Background: an optimization exercise with open tools, aiming at small area. Do not read the settings as production practice. The RTL was checked by simulation tests, not by an equivalence proof against the original design. Power figures rest on the tool's default switching activity, not on a simulated workload.

==> flow/design.v <==
module psram_controller #(
    parameter PSRAM_FRE  = 200_000_000,
    parameter LATENCY    = 5,
    parameter BIT_WIDTH  = 16,
    parameter BURST_LEN  = 32,
    parameter WARP_MODE  = "Wrap",
    parameter RW_METHOD  = "Linear"
) (
    input                               ram_clk,
    input                               ram_rst,
    input                               ram_en,
    input                               rw_ctrl,
    input   [31:0]                      addr_in,
    input   [BIT_WIDTH * 2 - 1 : 0]     ram_data_in,
    output  reg                         init_cable_complete,
    output  reg                         ctrl_idle,
    output  reg                         psram_clk,
    output  reg                         psram_ce,
    output  reg                         dq_en,
    output  reg [BIT_WIDTH - 1 : 0]     dq_out_hi,
    output  reg [BIT_WIDTH - 1 : 0]     dq_out_lo,
    input       [BIT_WIDTH - 1 : 0]     dq_in_hi,
    input       [BIT_WIDTH - 1 : 0]     dq_in_lo,
    output  reg                         dm_en,
    output      [1 : 0]                 dm_out_hi,
    output      [1 : 0]                 dm_out_lo,
    input       [1 : 0]                 dm_in_hi,
    input       [1 : 0]                 dm_in_lo,
    output  reg [BIT_WIDTH * 2 - 1 : 0] ram_data_out,
    output  reg                         ram_rd_valid,
    output                              ram_wr_valid
);
localparam [14:0] L_RST = 15'h7db6;
localparam [3:0] S_IDLE = 4'd0;
localparam [3:0] S_RST  = 4'd1;
localparam [3:0] S_RW   = 4'd2;
localparam [3:0] S_C0   = 4'd4;
localparam [3:0] S_C1   = 4'd5;
localparam [3:0] S_C2   = 4'd6;
localparam [3:0] S_WAIT = 4'd3;
localparam [3:0] S_INIT = 4'd8;
localparam [3:0] S_WR   = 4'd10;
localparam [3:0] S_RD   = 4'd11;
localparam [3:0] S_DONE = 4'd9;
reg [3:0]  st;
reg [14:0] lf;
reg        rw;
reg        r_psram_clk;
wire idle_s = (st == S_IDLE);
wire rst_s  = (st == S_RST);
wire rw_s   = (st == S_RW);
wire c0_s   = (st == S_C0);
wire c1_s   = (st == S_C1);
wire c2_s   = (st == S_C2);
wire cfg_s  = c0_s | c1_s | c2_s;
wire wait_s = (st == S_WAIT);
wire init_s = (st == S_INIT);
wire wr_s   = (st == S_WR);
wire rd_s   = (st == S_RD);
wire done_s = (st == S_DONE);
wire idle_end = idle_s & (&lf[11:0]);
wire rst_end  = rst_s & ~lf[1];
wire rw_end   = rw_s & ((lf & 15'h2c83) == 15'h0481);
wire cfg_end  = cfg_s & lf[8];
wire init_end = init_s & (rw ? lf[5] : lf[1]);
wire xfer_end = (wr_s | rd_s) & lf[14];
wire done_end = done_s & lf[3];
wire lf_clr = rw_end | cfg_end | wait_s | init_end | xfer_end | done_end |
              (rd_s & ~ram_rd_valid);
wire [14:0] lf_step = {lf[13:0], ~(lf[14] ^ lf[13])};
reg [3:0] st_nx;
always @(*) begin
    st_nx = st;
    case (st)
        S_IDLE: if (idle_end) st_nx = S_RST;
        S_RST:  if (rst_end)  st_nx = S_RW;
        S_RW:   if (rw_end)   st_nx = S_C0;
        S_C0:   if (cfg_end)  st_nx = S_C1;
        S_C1:   if (cfg_end)  st_nx = S_C2;
        S_C2:   if (cfg_end)  st_nx = S_WAIT;
        S_WAIT: if (ram_en)   st_nx = S_INIT;
        S_INIT: if (init_end) st_nx = rw ? S_WR : S_RD;
        S_WR:   if (xfer_end) st_nx = S_DONE;
        S_RD:   if (xfer_end) st_nx = S_DONE;
        S_DONE: if (done_end) st_nx = S_WAIT;
        default: st_nx = S_IDLE;
    endcase
end
wire cs0 = ~lf[0];
wire cs1 = lf[0] & ~lf[1];
wire cs2 = lf[1] & ~lf[2];
wire cs3 = lf[2] & ~lf[3];
wire cfg_act = cfg_s & ~lf[3];
wire [7:0] kbyte =
    ({8{rst_s | rw_s}} & 8'hff) |
    ({8{cfg_s & cs0}} & 8'hc0) |
    ({8{c1_s & cs2}} & 8'h04) |
    ({8{c2_s & cs2}} & 8'h08) |
    ({8{c0_s & cs3}} & 8'h09) |
    ({8{c1_s & cs3}} & 8'h40) |
    ({8{c2_s & cs3}} & 8'h41) |
    ({8{init_s & cs0}} & {rw, 7'h20});
wire a1 = init_s & cs1;
wire a2 = init_s & cs2;
wire [15:0] dqh_nx = {ram_data_in[31:24] & {8{wr_s}},
                      kbyte | ({8{a1}} & addr_in[31:24]) | ({8{a2}} & addr_in[15:8]) |
                      ({8{wr_s}} & ram_data_in[23:16])};
wire [15:0] dql_nx = {ram_data_in[15:8] & {8{wr_s}},
                      kbyte | ({8{a1}} & addr_in[23:16]) | ({8{a2}} & addr_in[7:0]) |
                      ({8{wr_s}} & ram_data_in[7:0])};
wire beat = rd_s & (dm_in_lo[0] ^ dm_in_lo[1]);
always @(posedge ram_clk or negedge ram_rst) begin
    if (!ram_rst) begin
        st <= S_IDLE;
        lf <= L_RST;
        rw <= 1'b0;
        init_cable_complete <= 1'b0;
        ctrl_idle <= 1'b1;
        psram_clk <= 1'b0;
        psram_ce <= 1'b1;
        dq_en <= 1'b0;
        dm_en <= 1'b0;
        dq_out_hi <= 16'd0;
        dq_out_lo <= 16'd0;
        ram_rd_valid <= 1'b0;
    end else begin
        st <= st_nx;
        lf <= lf_clr ? 15'd0 : lf_step;
        if (ram_en) rw <= rw_ctrl;
        init_cable_complete <= init_cable_complete | wait_s;
        ctrl_idle <= ~(init_s | wr_s | rd_s | done_s);
        psram_clk <= r_psram_clk;
        psram_ce <= ~(rst_s | cfg_act | init_s | wr_s | rd_s);
        dq_en <= (rst_s & ~lf[13]) | cfg_act | (init_s & ~lf[2]) | wr_s;
        dm_en <= wr_s;
        dq_out_hi <= dqh_nx;
        dq_out_lo <= dql_nx;
        ram_rd_valid <= beat;
    end
end
always @(posedge ram_clk or negedge ram_rst) begin
    if (!ram_rst) r_psram_clk <= 1'b0;
    else r_psram_clk <= rst_s | rw_s | cfg_act | init_s | wr_s | rd_s;
end
always @(posedge ram_clk or negedge ram_rst) begin
    if (!ram_rst) ram_data_out <= 32'd0;
    else if (beat) ram_data_out <= {dq_in_hi, dq_in_lo};
end
assign ram_wr_valid = wr_s;
assign dm_out_hi = 2'b00;
assign dm_out_lo = 2'b00;
endmodule
==> flow/flow/run.sh <==
#!/bin/bash
# Standard ORFS layout, with the I/O port buffers made from buf_1 cells and a
# clock tree built from smaller buffers without dummy loads.
set -euo pipefail
bash standard.sh \
  "BUFFER_PORTS_ARGS=-buffer_cell sky130_fd_sc_hd__buf_1" \
  "CTS_ARGS=-sink_clustering_enable -repair_clock_nets -dont_use_dummy_load -buf_list sky130_fd_sc_hd__clkbuf_8 -sink_clustering_size 30 -sink_clustering_max_diameter 60" \
  finish > make_finish.log 2>&1
==> flow/standard.sh <==
#!/bin/bash
# synth_recipe.tcl (not shown) runs the flow's synth.tcl, then flattens the netlist and writes it again
# the make line also repeats each setting of config.mk as NAME=value (left out here)
make -C /OpenROAD-flow-scripts/flow DESIGN_CONFIG=/design/flow/config.mk WORK_HOME=/design/flow/orfs CLKGATE_MAP_FILE= SYNTH_SCRIPT=/design/flow/synth_recipe.tcl "${@:-finish}"
==> flow/config.mk <==
export PLATFORM = sky130hd
export DESIGN_NAME = psram_controller
export DESIGN_NICKNAME = psram_controller
export VERILOG_FILES = /design/flow/design.v
export SDC_FILE = /design/flow/constraint.sdc
export NUM_CORES = 4
export LEC_CHECK = 0
export CAP_MARGIN = 20
export CORE_MARGIN = 2
export CORE_UTILIZATION = 40
export PLACE_DENSITY = 0.6
export SLEW_MARGIN = 20
==> flow/constraint.sdc <==
create_clock -name core_clock -period 5.0 [get_ports {ram_clk}]
set_input_delay 1.0000 -clock core_clock [delete_from_list [all_inputs] [get_ports {ram_clk}]]
set_output_delay 1.0000 -clock core_clock [all_outputs]
set_load 0.01 [all_outputs]
==> flow_summary.toml, run 1 <==
[status]
status = "complete, no violations"

[setup_path]
slowest_delay_ns = 0.77
crit_family = "simple AND/OR/NAND/NOR gates"
r2r_slack_ns = 2.24
crit_path_cell_trace = "and2b_1 -> and2_1 -> buf_1"
crit_path_end_kind = "primary output"
r2r_cells = 6
cp_max_fo = 24
timing.critical_path.buf_inv = 1
crit_arrival_ns = 2.54
crit_type = "reg -> out"
crit_slowest_cell = "and2b_1"
reg2reg_from = "st[2]"
worstSetupEndpoint = "ram_wr_valid"
start_kind = "register"
setup.worst_path.start = "st[2]"
cp.depth = 3
critical_path_required_ns = 4.00
r2r-end = "dq_out_hi[7]"

[cells_and_area]
area_delta_synth_final_pct = 21.69
drive_gt1_share_pct = 14.20
diodes = 0
final_nets = 613

[logic_synthesis]
synthCells = 343
synth_async_sr_flop_share_pct = 100.0
synth_area_per_cell_um2 = 11.54
synth.area.top_cells = "dfrtp_1 (50%), mux2_2 (9.7%), dfstp_2 (8.6%), nand2_1 (4.0%), and3_1 (2.8%)"
ys_ff_latch = 92
ys_warn_count = 1
synth_edf_count = 0
syn_area_um2 = 3958
yosysSeqAreaShare_pct = 58.58
yosys.area.top_type = "dfrtp_1"
yosysUniqueCellTypes = 52
synth_top_area_share_pct = 49.95
synthFlopType = "dfrtp_1"

[sta]
drv_slew = 0
worst_slew_pin_slew_ns = 0.7728
finalCritPeriodShare_pct = 70.90
final_hold_viol_count = 0
finClkSkew_ns = 0.02582
finalCriticalPeriod_ns = 3.545
max_freq_mhz = 282.1
finalSetupViolations = 0
fin_tns_setup_ns = 0
maxSlewHeadroom_pct = 48.29
rsz0062_at_grt = "false"
timing.final.ws_setup_ns = 1.455

[grt]
grt-ovfl-total = 0
grt_max_degree = 50
grtUsageTotal_pct = 18.35
first_global_vias = 2970
antenna_found_initial = 0
grt_pass1_wl_mm = 15.01

[floorplan]
dieArea_um2 = 10710
core.rowCount = 36
start_util_pct = 40.87
die_width_um = 103.5
num_io_pins = 180
die_h_um = 103.5
core_um2 = 9684

[route]
ant_nets = 0
first_iter_violations = 245
drt_drc_violations_left = 0
drt_wl_total_mm = 10.23
viasPerCell = 5.155
drtPass1Iterations = 7
wl_per_cell_um = 15.98
vias = 3299

[clock_tree]
clock_sinks = 92
cts_setup_buffers = 0
cts_resized = 0
cts_buffer_depth = 2
htree_levels = 3
worstSkewPairLatency_ns = 0.36
cts_tree = "built"
root_buffer = "clkbuf_8"
cts.hold.buffers_added = 0
clk_pin_slew_ns = 0.09
cts_buffers = 9

[placement]
dp_hpwl_mm = 7.528
io_buffers = 173
pre_cts_ws_ns = 1.854
gp_congestion = 0.8284

[pwr]
p_leak_nw = 2.111
power.density_nw_per_um2 = 587.3
finalPower_w = 0.002828
ir_drop_mv = 0.1969

[worst_hold_path]
hp-class = "reg -> reg"

[flow_run]
drv_cap = 0
kinds of logic (layout without fill, tap and decap cells):
logic type / Yosys count / after routing / share of synthesized area (%)
XOR/XNOR: 2 / 2 / 0.4427
multiplexers: 35 / 35 / 9.927
AO/OA/AOI/OAI: 65 / 65 / 12.27
other: 1 / 4 / 0.09476
buffers and inverters: 31 / 192 / 3.952
AND/OR/NAND/NOR: 117 / 117 / 14.73
flip-flops: 92 / 92 / 58.58
worst min-delay path by stage:
stage	from	end	slack (ns)	cells after the start
final	r_psram_clk	psram_clk	0.39	0
after global routing	r_psram_clk	psram_clk	0.40	0
after CTS	r_psram_clk	psram_clk	0.40	0
after detailed placement	r_psram_clk	psram_clk	0.35	0
after global placement	r_psram_clk	psram_clk	0.33	0
after floorplan	r_psram_clk	psram_clk	0.33	0
report_power, final:
part	internal, W	switching [W]
clock network	0.000162	0.000225
logic	0.000493	0.000675
registers	0.00106	0.000210
total	0.00172	0.00111
final cells by class:
class	count	area (µm²)
Clock buffer	9	123.9
Sequential cell	92	2318
Inverter	5	18.77
Fill cell	937	4868
Multi-Input combinational cell	223	1494
Timing Repair Buffer	178	694.4
Tap cell	133	166.4
stage by stage:
stage                     cell area (µm²)  std cells  utilization [%]  hold slack (ns)
final                                4816        640            49.73           0.3856
after global placement               4681        630            48.33           0.3345
after detailed placement             4692        631            48.45           0.3497
after floorplan                      3969        346                -           0.3312
after CTS                            4816        640            49.73           0.3960
after global routing                 4816        640            49.73           0.4045
layout by cell type (no fill, tap or decap), drive strengths merged, types with 2 or more instances in the layout:
cell type,instances
or3,2
buf,177
mux2,34
a21o,3
a31oi,2
nor2b,4
and3,18
dfrtp,79
and2,2
nand2,42
o311ai,2
nand3,3
o21ai,16
dfstp,13
conb,4
inv,5
a22oi,3
nor2,28
a221o,4
a2111oi,2
a21oi,14
a222oi,10
clkbuf,10
nand2b,7
o31ai,3
nand4,3
cell usage after synthesis (3+ instances only):
cell / count
dfrtp_1: 79
nand2_1: 42
mux2_2: 34
nor2_1: 28
and3_1: 18
o21ai_0: 15
buf_2: 14
a21oi_1: 13
dfstp_2: 13
a222oi_1: 10
nand2b_1: 7
clkbuf_1: 6
a221o_1: 4
buf_4: 4
inv_1: 4
nor2b_1: 4
a21o_1: 3
a22oi_1: 3
nand3_1: 3
o31ai_1: 3
metal layers:
| layer | GRT usage (%) | routed length [µm] | share of wire [%] | up-vias |
|---|---|---|---|---|
| li1 | - | - | - | 1532 |
| met1 | 23.83 | 4121 | 40 | 1579 |
| met2 | 29.73 | 4988 | 49 | 169 |
| met3 | 4.772 | 923 | 9.0 | 19 |
| met4 | 6.579 | 196 | 1.9 | 0 |
| met5 | 0 | 0 | 0 | - |
state kept, by name, summed over array words and instances, names as in the netlist:
register,cells
rw,1
dm_en,1
dq_en,1
r_psram_clk,1
ctrl_idle,1
dq_out_lo,16
psram_clk,1
init_cable_complete,1
dq_out_hi,16
lf,15
ram_rd_valid,1
psram_ce,1
ram_data_out,32
st,4
==> inputs of run 2 (changes only) <==
==> flow/run.sh (new file) <==
#!/bin/bash
# synth_recipe.tcl (not shown) runs the flow's synth.tcl, then flattens the netlist and writes it again
# the make line also repeats each setting of config.mk as NAME=value (left out here)
make -C /OpenROAD-flow-scripts/flow DESIGN_CONFIG=/design/flow/config.mk WORK_HOME=/design/flow/orfs CLKGATE_MAP_FILE= SYNTH_SCRIPT=/design/flow/synth_recipe.tcl finish
removed: flow/flow/run.sh
removed: flow/standard.sh
==> run 2 against run 1 <==
  * Sequential share of layout area shrank 9.4 points
  * Worst setup slack got worse by 0.28 ns
  * Sequential cell count stayed put
==> flow_summary.toml, run 2 <==
[cells_and_area]
final_common_cell = "clkdlybuf4s50_1"
multi_input_area_um2 = 1496
seqCellArea_um2 = 2318
area_delta_synth_final_pct = 51.41
final_cell_mix = "clkdlybuf4s50_1 (172), dfrtp_1 (79), nand2_1 (42), mux2_2 (34), nor2_1 (27)"
top_register = "ram_data_out"
diodes = 0
largest_reg_flops = 32
final_nets = 613
post-route-cell-area_um2 = 5992
fillers = 789
top_regs = "ram_data_out x32, dq_out_hi x16, dq_out_lo x16"
layout.cells.non_filler = 647
drive_gt1_share_pct = 15.56

[grt]
grt_pass1_wl_mm = 17.20
grtUsageTotal_pct = 21.61
grt_max_degree = 61
grt-ovfl-total = 0
antenna_found_initial = 0
first_global_vias = 3201

[placement]
dp_hpwl_mm = 8.470
io_buffers = 173
pre_cts_ws_ns = 1.577
gp_congestion = 0.8761
placed_area_um2 = 5767
dpl.cell_count = 631

[sta]
finalCriticalPeriod_ns = 3.821
rsz0062_at_grt = "false"
worst_slew_pin_slew_ns = 0.7837
maxSlewHeadroom_pct = 47.70
finalCritPeriodShare_pct = 76.43
max_freq_mhz = 261.7
final_hold_viol_count = 0
finClkSkew_ns = 0.006966
fin_tns_setup_ns = 0
drv_slew = 0
finalSetupViolations = 0
timing.final.ws_setup_ns = 1.179

[logic_synthesis]
synth_edf_count = 0
synth_top_area_share_pct = 49.95
ys_warn_count = 1
synth_top_cells_by_count = "dfrtp_1 (79), nand2_1 (42), mux2_2 (34), nor2_1 (28), and3_1 (18)"
synthCells = 343
yosys.area.top_type = "dfrtp_1"
syn_area_um2 = 3958
synth_area_per_cell_um2 = 11.54
synth.area.top_cells = "dfrtp_1 (50%), mux2_2 (9.7%), dfstp_2 (8.6%), nand2_1 (4.0%), and3_1 (2.8%)"
synthFlopType = "dfrtp_1"
yosysUniqueCellTypes = 52
synth_async_sr_flop_share_pct = 100.0
yosysSeqAreaShare_pct = 58.58
ys_ff_latch = 92
yosysMostFrequentCell = "dfrtp_1"

[floorplan]
core.rowCount = 36
dieArea_um2 = 10710
die_h_um = 103.5
die_width_um = 103.5
core_um2 = 9684
num_io_pins = 180
start_util_pct = 40.87

[clock_tree]
htree_levels = 3
cts_setup_buffers = 0
cts_resized = 0
cts_buffer_depth = 2
clk_pin_slew_ns = 0.09
cts_buffers = 9
cts.hold.buffers_added = 0
cts_tree = "built"
clock_sinks = 92
worstSkewPairLatency_ns = 0.36
root_buffer = "clkbuf_8"

[route]
first_iter_violations = 239
ant_nets = 0
drtPass1Iterations = 5
viasPerCell = 5.029
vias = 3254
drt_drc_violations_left = 0
wl_per_cell_um = 17.89
drt_wl_total_mm = 11.58

[flow_run]
drv_cap = 0

[setup_path]
start_kind = "register"
r2r_slack_ns = 2.24
critical_path_required_ns = 4.00
crit_path_cell_trace = "and2b_1 -> and2_1 -> buf_4 -> clkdlybuf4s50_1"
r2r-end = "dq_out_hi[7]"
cp_max_fo = 24
crit_arrival_ns = 2.82
crit_type = "reg -> out"
crit_path_end_kind = "primary output"
r2r_cells = 5
crit_slowest_cell = "and2b_1"
reg2reg_from = "st[2]"
slowest_delay_ns = 0.81

[pwr]
ir_drop_mv = 0.2529
power.density_nw_per_um2 = 561.5
p_leak_nw = 2.616

[status]
status = "complete, no violations"

[worst_hold_path]
hp-start = "r_psram_clk"
whs_endpoint = "psram_clk"
hp-class = "reg -> reg"
hold_path_depth = 0
run 2: layer usage:
metal | track usage [%] | share of wire (%) | up-vias
met1 | 29.38 | 43 | 1565
li1 | - | - | 1536
met4 | 7.287 | 2.2 | 0
met3 | 5.444 | 7.1 | 18
met2 | 33.90 | 48 | 135
met5 | 0 | 0 | -
run 2: where the power goes:
group / internal (W) / switching [W] / total (W)
logic: 0.000832 / 0.000698 / 0.00153
registers: 0.00106 / 0.000212 / 0.00128
clock network: 0.000295 / 0.000264 / 0.000559
total: 0.00219 / 0.00117 / 0.00336
run 2: how the worst max path moves through the flow:
stage                    to  depth (start not counted)   from
2_1_floorplan  ram_wr_valid                          5  st[3]
3_3_place_gp   ram_wr_valid                          4  st[2]
3_5_place_dp   ram_wr_valid                          4  st[2]
4_1_cts        ram_wr_valid                          4  st[2]
5_1_grt        ram_wr_valid                          4  st[2]
6_report       ram_wr_valid                          4  st[2]
run 2: logic make-up (layout without fill, tap and decap cells):
family / Yosys count / in the layout / synth area share [%]
DFF: 92 / 92 / 58.58
other: 1 / 4 / 0.09476
AOI/OAI and AO/OA: 65 / 65 / 12.27
and+or+nand+nor: 117 / 117 / 14.73
muxes: 35 / 35 / 9.927
buffers and inverters: 31 / 199 / 3.952
xor gates and xnor gates: 2 / 2 / 0.4427
run 2: cell type report:
class | count | share of cell area [%]
flip-flops and latches | 92 | 38.69
repair buffers | 178 | 29.48
multi-input cells | 223 | 24.97
well taps | 133 | 2.777
clock buffers | 10 | 2.297
clock inverters | 6 | 1.462
inverters | 5 | 0.3132
run 2: through the flow:
step	utilization, %	hold WS (ns)	power, W
floorplan	-	0.3312	0.002069
global placement	59.52	0.3327	0.002797
detailed placement	59.55	0.3426	0.002832
CTS	61.87	0.3606	0.003392
global route	61.87	0.3837	0.003599
finish	61.87	0.3590	0.003364
run 2: critical path: cells and delay by family, from the launching register on:
kind	cells	cell delay [ns]
simple gates	2	1.03
flops	1	0.67
buf+inv	2	0.75

static timing again, ports no longer ideal:
No port has a modelled driver above. Below, the same layouts with a new extraction and two added sets of constraints. Step 1, drivers: a clkbuf_16 drives ram_clk and a buf_2 each remaining input, both assumed. Step 2 adds t to the input delays and takes it off the output delays; t is the mean of the earliest and latest rising clock arrival at the registers after step 1. Input paths then give back, and output paths get back, about the clock's delay inside the block. Slacks: ideal ports / drivers / drivers and shift; pairs: ideal ports / drivers.
run | shift t [ns] | setup WS [ns] | worst setup path after step 2
run 1 | 0.378 | 1.455 / 1.425 / 1.803 | register to output
run 2 | 0.387 | 1.179 / 1.145 / 1.532 | register to output
After both steps setup and hold are still met in every run listed.
